From an optimization exercise on the open Yosys and OpenROAD flow, aimed at small area; shortcuts taken in it are not production practice. The RTL was checked by simulation tests, not by an equivalence proof against the original design. No activity file was given, so power comes from the tool's default toggle rates.

### flow/config.mk
export PLATFORM = sky130hd
export DESIGN_NAME = safecrack_final_version
export DESIGN_NICKNAME = safecrack_final_version
export VERILOG_FILES = /design/flow/design.v
export SDC_FILE = /design/flow/constraint.sdc
export NUM_CORES = 4
export LEC_CHECK = 0
export CAP_MARGIN = 20
export CORE_MARGIN = 2
export CORE_UTILIZATION = 40
export SLEW_MARGIN = 20
### flow/design.v
module safecrack_final_version (
    input             clk,          
    input             rst,          
    input             confirm,      
    input      [3:0]  btn_n,        
    output reg        led_green,    
    output reg        led_red       
);
    localparam CLK_FREQ = 10_000;                          
    localparam LOCK_TIME_SECONDS = 10;                      
    localparam LOCK_MAX_CYCLES = CLK_FREQ * LOCK_TIME_SECONDS;  
    localparam BLINK_FREQ_HZ = 10;                          
    localparam BLINK_PERIOD_CYCLES = CLK_FREQ / BLINK_FREQ_HZ;  
    localparam FEEDBACK_DURATION_CYCLES = CLK_FREQ / 2;     
    localparam [3:0] S_IDLE       = 4'd0;   
    localparam [3:0] S_PROGRAM    = 4'd1;   
    localparam [3:0] S_INPUT_1    = 4'd2;   
    localparam [3:0] S_FEEDBACK_1 = 4'd3;   
    localparam [3:0] S_INPUT_2    = 4'd4;   
    localparam [3:0] S_FEEDBACK_2 = 4'd5;   
    localparam [3:0] S_INPUT_3    = 4'd6;   
    localparam [3:0] S_FEEDBACK_3 = 4'd7;   
    localparam [3:0] S_CHECK      = 4'd8;   
    localparam [3:0] S_UNLOCKED   = 4'd9;   
    localparam [3:0] S_LOCKED     = 4'd10;  
    reg  [3:0] state, next_state;           
    reg  [3:0] password_reg [0:2];         
    reg  [3:0] attempt_reg [0:2];          
    reg        password_set;               
    reg  [1:0] password_idx;               
    reg  [31:0] lock_counter;               
    reg  [31:0] feedback_timer;             
    reg        correct_digit_flag;         
    reg  [3:0] btn_s1, btn_s2, btn_s2_prev;  
    reg        confirm_s1, confirm_s2, confirm_s2_prev;  
    reg  [31:0] blink_counter;              
    reg  [3:0] current_digit;              
    wire [3:0] btn_fall_edge;              
    wire       confirm_fall_edge;          
    wire       password_is_correct;        
    wire       blink_on;                   
    wire       is_feedback_state;          
    always @(posedge clk or posedge rst) begin
        if (rst) begin btn_s1 <= 4'hF; btn_s2 <= 4'hF; end
        else begin btn_s1 <= btn_n; btn_s2 <= btn_s1; end
    end
    always @(posedge clk or posedge rst) begin
        if (rst) begin confirm_s1 <= 1'b0; confirm_s2 <= 1'b0; end
        else begin confirm_s1 <= confirm; confirm_s2 <= confirm_s1; end
    end
    always @(posedge clk or posedge rst) begin
        if (rst) begin btn_s2_prev <= 4'hF; confirm_s2_prev <= 1'b0; end
        else begin btn_s2_prev <= btn_s2; confirm_s2_prev <= confirm_s2; end
    end
    assign btn_fall_edge = btn_s2_prev & ~btn_s2;
    assign confirm_fall_edge = confirm_s2_prev & ~confirm_s2;
    always @(posedge clk or posedge rst) begin
        if (rst) state <= S_IDLE;
        else     state <= next_state;
    end
    assign password_is_correct = (password_reg[0] == attempt_reg[0]) &&
                                 (password_reg[1] == attempt_reg[1]) &&
                                 (password_reg[2] == attempt_reg[2]);
    always @(*) begin
        next_state = state;  
        case (state)
            S_IDLE:
                if (confirm_s2) next_state = S_PROGRAM;
                else if (password_set) next_state = S_INPUT_1;
            S_PROGRAM:
                if (confirm_fall_edge) next_state = S_IDLE;
            S_INPUT_1:    if (|btn_fall_edge) next_state = S_FEEDBACK_1;
            S_FEEDBACK_1: if (feedback_timer == 0) next_state = S_INPUT_2;
            S_INPUT_2:    if (|btn_fall_edge) next_state = S_FEEDBACK_2;
            S_FEEDBACK_2: if (feedback_timer == 0) next_state = S_INPUT_3;
            S_INPUT_3:    if (|btn_fall_edge) next_state = S_FEEDBACK_3;
            S_FEEDBACK_3: if (feedback_timer == 0) next_state = S_CHECK;
            S_CHECK: begin
                if (password_is_correct)
                    next_state = S_UNLOCKED; 
                else
                    next_state = S_LOCKED;   
            end
            S_UNLOCKED:
                if (confirm_s2) next_state = S_PROGRAM;
            S_LOCKED:
                if (lock_counter >= LOCK_MAX_CYCLES - 1) next_state = S_IDLE;
        endcase
    end
    always @(posedge clk or posedge rst) begin
        if (rst) begin
            password_set <= 1'b0; password_idx <= 0;
            lock_counter <= 0; feedback_timer <= 0;
            attempt_reg[0] <= 0; attempt_reg[1] <= 0; attempt_reg[2] <= 0;
        end else begin
            if (feedback_timer > 0) feedback_timer <= feedback_timer - 1;
            if (state == S_LOCKED)  lock_counter <= lock_counter + 1;
            case (state)
                S_IDLE: begin lock_counter <= 0; end  
                S_PROGRAM: begin
                    if (!confirm_s2_prev) begin password_idx <= 0; password_set <= 1'b0; end  
                    if (|btn_fall_edge && password_idx < 3) begin
                        if      (btn_fall_edge[0]) password_reg[password_idx] <= 4'd0; else if (btn_fall_edge[1]) password_reg[password_idx] <= 4'd1; else if (btn_fall_edge[2]) password_reg[password_idx] <= 4'd2; else if (btn_fall_edge[3]) password_reg[password_idx] <= 4'd3;
                        password_idx <= password_idx + 1;
                    end
                    if (confirm_fall_edge) begin if (password_idx == 3) password_set <= 1'b1; end  
                end
                S_INPUT_1: begin
                    if (|btn_fall_edge) begin
                        if      (btn_fall_edge[0]) current_digit = 4'd0; else if (btn_fall_edge[1]) current_digit = 4'd1; else if (btn_fall_edge[2]) current_digit = 4'd2; else current_digit = 4'd3;
                        attempt_reg[0] <= current_digit;  
                        correct_digit_flag <= (current_digit == password_reg[0]);  
                        feedback_timer <= FEEDBACK_DURATION_CYCLES;  
                    end
                end
                S_INPUT_2: begin
                    if (|btn_fall_edge) begin
                        if      (btn_fall_edge[0]) current_digit = 4'd0; else if (btn_fall_edge[1]) current_digit = 4'd1; else if (btn_fall_edge[2]) current_digit = 4'd2; else current_digit = 4'd3;
                        attempt_reg[1] <= current_digit;  
                        correct_digit_flag <= (current_digit == password_reg[1]);
                        feedback_timer <= FEEDBACK_DURATION_CYCLES;
                    end
                end
                S_INPUT_3: begin
                    if (|btn_fall_edge) begin
                        if      (btn_fall_edge[0]) current_digit = 4'd0; else if (btn_fall_edge[1]) current_digit = 4'd1; else if (btn_fall_edge[2]) current_digit = 4'd2; else current_digit = 4'd3;
                        attempt_reg[2] <= current_digit;  
                        correct_digit_flag <= (current_digit == password_reg[2]);
                        feedback_timer <= FEEDBACK_DURATION_CYCLES;
                    end
                end
            endcase
        end
    end
    always @(posedge clk or posedge rst) begin
        if (rst) blink_counter <= 0;
        else if (blink_counter >= BLINK_PERIOD_CYCLES - 1) blink_counter <= 0;
        else blink_counter <= blink_counter + 1;
    end
    assign blink_on = blink_counter > (BLINK_PERIOD_CYCLES / 2);
    assign is_feedback_state = (state == S_FEEDBACK_1) || (state == S_FEEDBACK_2) || (state == S_FEEDBACK_3);
    always @(*) begin
        led_green = 1'b0;  
        led_red   = 1'b0;  
        if ((state == S_UNLOCKED) || (is_feedback_state && correct_digit_flag && blink_on)) begin
            led_green = 1'b1;
        end
        if (state == S_LOCKED) begin
            led_red = 1'b1;
        end
    end
endmodule
### flow/constraint.sdc
create_clock -name core_clock -period 10.0 [get_ports {clk}]
set_input_delay 2.0000 -clock core_clock [delete_from_list [all_inputs] [get_ports {clk}]]
set_output_delay 2.0000 -clock core_clock [all_outputs]
set_load 0.01 [all_outputs]
### flow/run.sh
#!/bin/bash
# synth_recipe.tcl (not shown) runs the flow's synth.tcl, then flattens the netlist and writes it again
# the make line also repeats each setting of config.mk as NAME=value (left out here)
make -C /OpenROAD-flow-scripts/flow DESIGN_CONFIG=/design/flow/config.mk WORK_HOME=/design/flow/orfs CLKGATE_MAP_FILE= SYNTH_SCRIPT=/design/flow/synth_recipe.tcl finish
==> impl_metrics.py, run 1 <==
metrics = {
    "outcome": {
        "outcome": "timing/DRC/antenna clean",
    },
    "final_layout": {
        "final_core_occ_pct": 46.9,
        "area_delta_synth_final_pct": 14.6,
        "largest_registers": "blink_counter: 32 flops, feedback_timer: 32 flops, lock_counter: 32 flops",
        "drive_above_1_share_pct": 9.81,
        "design.final.nets": 645,
        "insertedDiodeCount": 0,
    },
    "synthesis": {
        "ys_ff_latch": 131,
        "seq_area_frac_synth_pct": 53.7,
        "synthesis.yosys.warnings": 3,
        "ys.flop_type": "dfrtp_1",
        "post_synth_instance_area_um2": 6200,
        "number_of_enable_flip_flop_cells_after_synthesis": 7,
        "yosysUniqueCellTypes": 57,
        "post_synth_inst_count": 602,
        "synth.avg_cell_area_um2": 10.3,
        "ffs_w_async_s_r_synth_pct": 94.7,
    },
    "timing": {
        "tightest_slew_ns": 0.961,
        "unrepaired_setup_endpoints_after_global_routing": "false",
        "fin_setup_tns_ns": 0,
        "fmax_ghz": 0.224,
        "final-setup-viol-count": 0,
        "layout_skew_ns": 0.00606,
        "fin_worst_hold_slack_ns": 0.352,
        "max_slew_margin_pct": 35.4,
        "post-route-period-util_pct": 44.6,
        "finalHoldViolCount": 0,
        "finalMaxSlewViolations": 0,
        "final.min_clock_period_ns": 4.46,
    },
    "pwr": {
        "p_total_mw": 1.41,
        "power.ir.vdd_worst_uv": 136,
        "power.static_leakage_nw": 2.98,
        "power_density_nw_per_um2": 198,
    },
    "worst_setup_path": {
        "r2r-start": "feedback_timer[20]",
        "regToRegSetupSlack_ns": 6.76,
        "worst-r2r-cell-count": 5,
        "worstReg2RegEnd": "state[0]",
        "worst_ep_arrival_time_ns": 2.46,
        "worstPathRequired_ns": 8.00,
        "worst-path-max-fanout": 2,
        "worstSetupStartpointType": "flip-flop",
        "endpoint_kind": "output pin",
        "setup.worst_path.class": "flip-flop to output pin",
    },
    "job": {
        "maxCapViolCount": 0,
    },
    "clocking": {
        "tritoncts_num_sinks": 131,
        "cts_root_cell": "clkbuf_16",
        "number_of_buffers_on_the_longest_clock_path": 2,
        "numCtsBuffers": 17,
        "insertion_delay_ns": 0.42,
        "cts_htree_levels": 4,
        "cts_tree": "yes",
        "path_clk_slew_ns": 0.06,
        "hold_fix_buffers_cts": 0,
        "post_cts_buffers": 0,
        "cts_repair_resize_count": 0,
    },
    "routing": {
        "routed_wl_um": 12300,
        "route.vias.total": 4545,
        "avgRoutedWirePerCell_um": 14.8,
        "first_pass_iters": 4,
        "antenna_left": 0,
        "detail_route.drc_violations": 0,
        "viasPerCell": 5.48,
        "initialDrtViolationCount": 283,
    },
    "floorplanning": {
        "rows": 45,
        "initial_utilization_pct": 40.9,
        "floorplan.die.height_um": 128,
        "design.portCount": 9,
        "core_area_um2": 15100,
        "width_of_the_die_um": 128,
        "design.die.area_um2": 16500,
    },
    "place": {
        "place_congestion": 0.821,
        "dp_hpwl_um": 7940,
        "port_buffers": 8,
    },
    "hold_path": {
        "whs_path_depth": 0,
        "min_path_type": "flip-flop to flip-flop",
        "whs_endpoint": "confirm_s2",
        "hold_path_startpoint": "confirm_s1",
    },
    "global_route": {
        "overflow": 0,
        "grt_pass1_vias": 4438,
        "number_of_antenna_violations_at_the_first_check_in_global_routing": 0,
        "grt_max_degree": 73,
        "wire_length_of_the_first_global_routing_pass_um": 21300,
        "track_usage_pct": 16.2,
    },
}
==> synthesized netlist by cell type, drive strengths merged, types with 10 or more instances <==
library cell  number  area [µm²]
xor2              29         254
nor2              65         244
nand3             19        95.1
nand2b            11        68.8
inv               13        48.8
o21ai             20         100
nand2             38         143
dfstp             12         315
nor3              15        75.1
xnor2             16         140
and2              10        62.6
clkbuf            21        78.8
dfrtp            112        2800
a21oi             32         160
nor4              23         156
nand4             15        93.8
o31ai             17         128
or4               21         165
or3               16         100
==> stage by stage <==
stage | setup WS (ns) | cell area, µm² | instances
after floorplan | 4.72 | 6280 | 623
after global placement | 6.00 | 6540 | 798
after detailed placement | 5.97 | 6540 | 798
after CTS | 5.51 | 7100 | 830
after global routing | 5.29 | 7100 | 830
final | 5.54 | 7100 | 830
==> area by class of cell <==
class                      count  area, µm²
clock buffer                  25        517
clock inverter                 7       41.3
fill                        1404       8040
inverter                      13       51.3
multi-input combinational    452       2800
sequential                   131       3330
tap                          188        235
timing repair buffer          14        125
==> layer usage <==
metal | GRT usage (%) | share of wire [%] | vias up
met3 | 4.62 | 2.9 | 17
met1 | 21.7 | 49 | 2261
met4 | 6.33 | 1.6 | 0
li1 | - | - | 2225
met2 | 25.1 | 47 | 42
met5 | 0 | 0 | -
==> where the power goes <==
group	internal [mW]	switching (mW)	total [mW]
clock network	0.357	0.225	0.582
logic	0.0836	0.106	0.189
registers	0.584	0.0536	0.637
total	1.02	0.384	1.41
==> placed cells by master, fill, tap and decap left out, types with 18 or more instances in the layout <==
master / n
a21oi_1: 32
clkbuf_16: 18
conb_1: 22
dfrtp_1: 112
nand2_1: 38
nand3_1: 19
nor2_1: 65
nor4_1: 19
or4_1: 19
xor2_1: 29
==> worst max-delay path, stage by stage (launching register included) <==
cell	delay [ns]
dfrtp_1	0.35
or4_1	0.51
nor4_1	0.43
a21o_1	0.17
a21boi_0	0.09
clkdlybuf4s50_1	0.49
==> cells by family (layout without fill, tap and decap cells) <==
| family | count (synthesis) | count (layout) | synth area share, % |
|---|---|---|---|
| XOR/XNOR | 45 | 45 | 6.36 |
| AO/OA/AOI/OAI | 105 | 105 | 10.8 |
| multiplexers | 8 | 8 | 1.37 |
| other | 1 | 22 | 0.0605 |
| buffers and inverters | 40 | 59 | 2.60 |
| adder cells (fa/ha/maj) | 9 | 9 | 1.82 |
| flip-flops | 131 | 131 | 53.7 |
| AND/OR/NAND/NOR | 263 | 263 | 23.2 |
==> worst max path at each step <==
| stage | from | endpoint | slack [ns] | depth (start not counted) |
|---|---|---|---|---|
| floorplan | rst | attempt_reg[0][0] | 4.72 | 1 |
| global placement | blink_counter[25] | led_green | 6.00 | 5 |
| CTS | state[1] | led_green | 5.51 | 6 |
| global route | state[1] | led_green | 5.29 | 6 |
| detailed placement | state[1] | led_green | 5.97 | 6 |
| finish | blink_counter[25] | led_green | 5.54 | 5 |
==> run 2, diff against run 1 <==
==> flow/design.v (replaced) <==
module safecrack_final_version (
    input             clk,
    input             rst,
    input             confirm,
    input      [3:0]  btn_n,
    output reg        led_green,
    output reg        led_red
);
    localparam [3:0] S_IDLE=0, S_PROG=1, S_IN1=2, S_FB1=3, S_IN2=4, S_FB2=5, S_IN3=6, S_FB3=7,
                     S_CHECK=8, S_UNL=9, S_LOCK=10;
    reg [3:0] bs1, bs2;
    reg       fe_any;
    reg [1:0] fe_dig;
    reg       cs1, cs2;
    reg [3:0] state;
    reg [1:0] idx;
    reg       pset;
    reg [1:0] pw0, pw1, pw2;
    reg       flag, ok;
    reg [16:0] cnt;
    reg [9:0] blink;
    wire [3:0] fall = bs2 & ~bs1;
    always @(posedge clk) begin
        bs1 <= btn_n; bs2 <= bs1;
        fe_any <= |fall;
        fe_dig <= fall[0] ? 2'd0 : fall[1] ? 2'd1 : fall[2] ? 2'd2 : 2'd3;
    end
    always @(posedge clk or posedge rst)
        if (rst) begin cs1 <= 1'b0; cs2 <= 1'b0; end
        else begin cs1 <= confirm; cs2 <= cs1; end
    wire in_st = (state == S_IN1) | (state == S_IN2) | (state == S_IN3);
    wire fb_st = (state == S_FB1) | (state == S_FB2) | (state == S_FB3);
    wire match = (fe_dig == pw0);
    wire cz = (cnt == 0);
    always @(posedge clk or posedge rst)
        if (rst) begin state <= S_IDLE; idx <= 2'd0; pset <= 1'b0; end
        else begin
            case (state)
                S_IDLE:  if (cs2) state <= S_PROG; else if (pset) state <= S_IN1;
                S_PROG: begin
                    if (!cs2) begin state <= S_IDLE; if (idx == 2'd3) pset <= 1'b1; end
                    if (fe_any && idx != 2'd3) idx <= idx + 2'd1;
                end
                S_IN1:  if (fe_any) state <= S_FB1;
                S_FB1:  if (cz) state <= S_IN2;
                S_IN2:  if (fe_any) state <= S_FB2;
                S_FB2:  if (cz) state <= S_IN3;
                S_IN3:  if (fe_any) state <= S_FB3;
                S_FB3:  if (cz) state <= S_CHECK;
                S_CHECK: state <= ok ? S_UNL : S_LOCK;
                S_UNL:  if (cs2) state <= S_PROG;
                S_LOCK: if (cz) state <= S_IDLE;
                default: state <= S_IDLE;
            endcase
        end
    always @(posedge clk) begin
        if (state == S_PROG && fe_any && idx != 2'd3) begin
            pw0 <= pw1; pw1 <= pw2; pw2 <= fe_dig;
        end else if (in_st && fe_any) begin
            pw0 <= pw1; pw1 <= pw2; pw2 <= pw0;
        end
        if (in_st && fe_any) begin
            flag <= match;
            ok <= match & (ok | (state == S_IN1));
        end
        if (in_st) cnt <= 17'd5000;
        else if (state == S_CHECK) cnt <= 17'd99999;
        else cnt <= cnt - 17'd1;
    end
    always @(posedge clk or posedge rst)
        if (rst) blink <= 10'd0;
        else if (blink == 10'd999) blink <= 10'd0;
        else blink <= blink + 10'd1;
    always @(*) begin
        led_green = (state == S_UNL) | (fb_st & flag & (blink > 10'd500));
        led_red = (state == S_LOCK);
    end
endmodule
==> impl_metrics.py, run 2 <==
metrics = {
    "hold_path": {
        "min_path_type": "flip-flop to flip-flop",
    },
    "timing": {
        "finalMaxSlewViolations": 0,
        "layout_skew_ns": 0.00389,
        "max_slew_margin_pct": 51.6,
        "fin_setup_tns_ns": 0,
        "unrepaired_setup_endpoints_after_global_routing": "false",
        "finalHoldViolCount": 0,
        "final.min_clock_period_ns": 4.07,
        "fmax_ghz": 0.246,
        "post-route-period-util_pct": 40.7,
        "final-setup-viol-count": 0,
        "tightest_slew_ns": 0.725,
    },
    "global_route": {
        "wire_length_of_the_first_global_routing_pass_um": 6670,
        "track_usage_pct": 13.2,
        "grt_pass1_vias": 1458,
        "grt_max_degree": 20,
        "overflow": 0,
        "number_of_antenna_violations_at_the_first_check_in_global_routing": 0,
    },
    "place": {
        "place.detailed.instances": 314,
        "dp_hpwl_um": 2730,
        "place_congestion": 0.785,
        "port_buffers": 8,
    },
    "synthesis": {
        "synth.avg_cell_area_um2": 10.1,
        "post_synth_instance_area_um2": 2390,
        "yosys-top-cells-count": "dfxtp_1, nor2_1, nand2_1",
        "netlist.top_cell.by_area": "dfxtp_1",
        "post_synth_inst_count": 237,
        "yosysUniqueCellTypes": 46,
        "synth.top_cells.by_area": "dfxtp_1, dfrtp_1, edfxtp_1, nor2_1, xnor2_1",
        "ffs_w_async_s_r_synth_pct": 34.5,
        "netlist.area_leader.share_pct": 23.4,
        "synthesis.yosys.warnings": 1,
        "ys.flop_type": "dfxtp_1",
        "number_of_enable_flip_flop_cells_after_synthesis": 8,
        "seq_area_frac_synth_pct": 53.3,
        "ys_ff_latch": 55,
    },
    "clocking": {
        "hold_fix_buffers_cts": 0,
        "number_of_buffers_on_the_longest_clock_path": 2,
        "path_clk_slew_ns": 0.10,
        "cts_root_cell": "clkbuf_8",
        "numCtsBuffers": 5,
        "insertion_delay_ns": 0.30,
        "tritoncts_num_sinks": 55,
        "cts_repair_resize_count": 0,
        "cts_tree": "yes",
        "post_cts_buffers": 0,
        "cts_htree_levels": 2,
    },
    "worst_setup_path": {
        "setup.worst_path.class": "flip-flop to output pin",
        "worstSetupStartpointType": "flip-flop",
        "endpoint_kind": "output pin",
        "worst_ep_arrival_time_ns": 2.07,
        "worstPathRequired_ns": 8.00,
        "worst-path-max-fanout": 11,
        "regToRegSetupSlack_ns": 7.83,
    },
    "routing": {
        "route.vias.total": 1594,
        "avgRoutedWirePerCell_um": 12.0,
        "routed_wl_um": 3870,
        "first_pass_iters": 4,
        "viasPerCell": 4.95,
        "initialDrtViolationCount": 69,
        "detail_route.drc_violations": 0,
        "antenna_left": 0,
    },
    "final_layout": {
        "area.sequential_um2": 1280,
        "largest_registers": "cnt: 17 flops, blink: 10 flops",
        "final_cell_mix": "nor2_1, dfxtp_1, nand2_1",
        "area_delta_synth_final_pct": 10.6,
        "largest_reg_flops": 17,
        "top_register": "cnt",
        "design.final.nets": 258,
        "multiInputGateArea_um2": 1030,
        "finished_layout_cells": 322,
        "fill_cells": 544,
        "drive_above_1_share_pct": 8.50,
        "insertedDiodeCount": 0,
    },
    "floorplanning": {
        "floorplan.die.height_um": 81.3,
        "design.die.area_um2": 6620,
        "rows": 28,
        "design.portCount": 9,
        "initial_utilization_pct": 40.9,
        "core_area_um2": 5850,
        "width_of_the_die_um": 81.3,
    },
    "pwr": {
        "power_density_nw_per_um2": 255,
        "power.ir.vdd_worst_uv": 129,
        "power.static_leakage_nw": 1.00,
    },
    "job": {
        "maxCapViolCount": 0,
    },
    "outcome": {
        "outcome": "timing/DRC/antenna clean",
    },
}
[run 2: cell count changes after synthesis, moves of 14 or more]
cell      before  now
nor4_1        21    4
a21oi_1       32   11
or4_1         19    1
nor2_1        65   28
dfrtp_1      112   19
dfxtp_1        0   28
or3_1         16    2
o31ai_1       17    1
clkbuf_1      21    3
nand2_1       38   23
xor2_1        29   10
[run 2: path summary, 6_finish.rpt]
kind,startpoint,end,depth (start not counted)
min,cs1,cs2,0
max in group asynchronous,rst,cs1,2
max,state[2],led_green,4
min in group asynchronous,rst,state[1],2
max reg2reg,cnt[0],cnt[16],7
min reg2reg,cs1,cs2,0
[run 2: cells by family (layout without fill, tap and decap cells)]
group / Yosys count / in the layout / share of synthesized area, %
AND/OR/NAND/NOR: 94 / 94 / 20.2
AO/OA/AOI/OAI: 38 / 38 / 10.1
adder cells (fa/ha/maj): 5 / 5 / 2.62
flip-flops: 55 / 55 / 53.3
buffers and inverters: 19 / 29 / 3.61
XOR/XNOR: 22 / 22 / 8.05
multiplexers: 4 / 4 / 2.04
[run 2: cell type report]
type                       count  share of cell area (%)
sequential                    55                    48.2
multi-input combinational    163                    39.1
tap                           75                    3.55
timing repair buffer           8                    3.03
clock buffer                   5                    2.60
inverter                      13                    1.84
clock inverter                 3                    1.61
[run 2: metal layers]
layer,part of all wire [%],GRT usage [%],up-vias
li1,-,-,840
met2,43,19.3,20
met1,53,18.7,730
met5,0,0,-
met4,1.2,4.58,0
met3,2.6,3.67,4
[run 2: critical path, stage by stage (launching register included)]
cell and delay [ns]:
dfrtp_1 0.50, nor2_1 0.40, nand2_1 0.09, a21boi_0 0.21
clkdlybuf4s50_1 0.57
[run 2: where the power goes]
part           leakage (nW)  switching (mW)  internal (mW)  total [mW]
Sequential            0.543          0.0498          0.285       0.335
Clock                0.0562          0.0734         0.0748       0.148
Combinational         0.405           0.104         0.0868       0.191
Total                  1.00           0.227          0.447       0.674
[run 2: through the flow]
stage               setup slack (ns)  hold WS [ns]  power [mW]  util, %  area, µm²
floorplan                       6.82         0.331       0.490        -       2390
global placement                6.33         0.332       0.528     43.2       2530
detailed placement              6.30         0.336       0.529     43.2       2530
CTS                             5.95         0.356       0.678     45.1       2640
global route                    5.74         0.362       0.720     45.2       2650
finish                          5.93         0.352       0.674     45.2       2650

afterwards: timing with drivers on the ports:
How much do the figures lean on ideal ports? The routed layouts below were timed once more, with nothing changed but the port constraints.
Step 1 (the two cells are an assumption about what drives the block):
set clk [get_ports {clk}]
set_driving_cell -lib_cell sky130_fd_sc_hd__clkbuf_16 $clk
set_driving_cell -lib_cell sky130_fd_sc_hd__buf_2 [delete_from_list [all_inputs] $clk]
Step 2 times the ports against the registers' clock, not the clock port: input delays grow and output delays shrink by t, the midpoint of the rising clock arrivals with the driver on.
Three values: ideal, step 1, step 2; two values: the first two.
run	t, ns	setup WS [ns]	worst register clock-pin slew, ns	worst slew at a driven data input, ns
run 1	0.459	5.543 / 5.505 / 5.964	0.06 / 0.06	0.03
run 2	0.328	5.931 / 5.905 / 6.233	0.10 / 0.10	0.03
After both steps setup and hold are still met in every run listed.
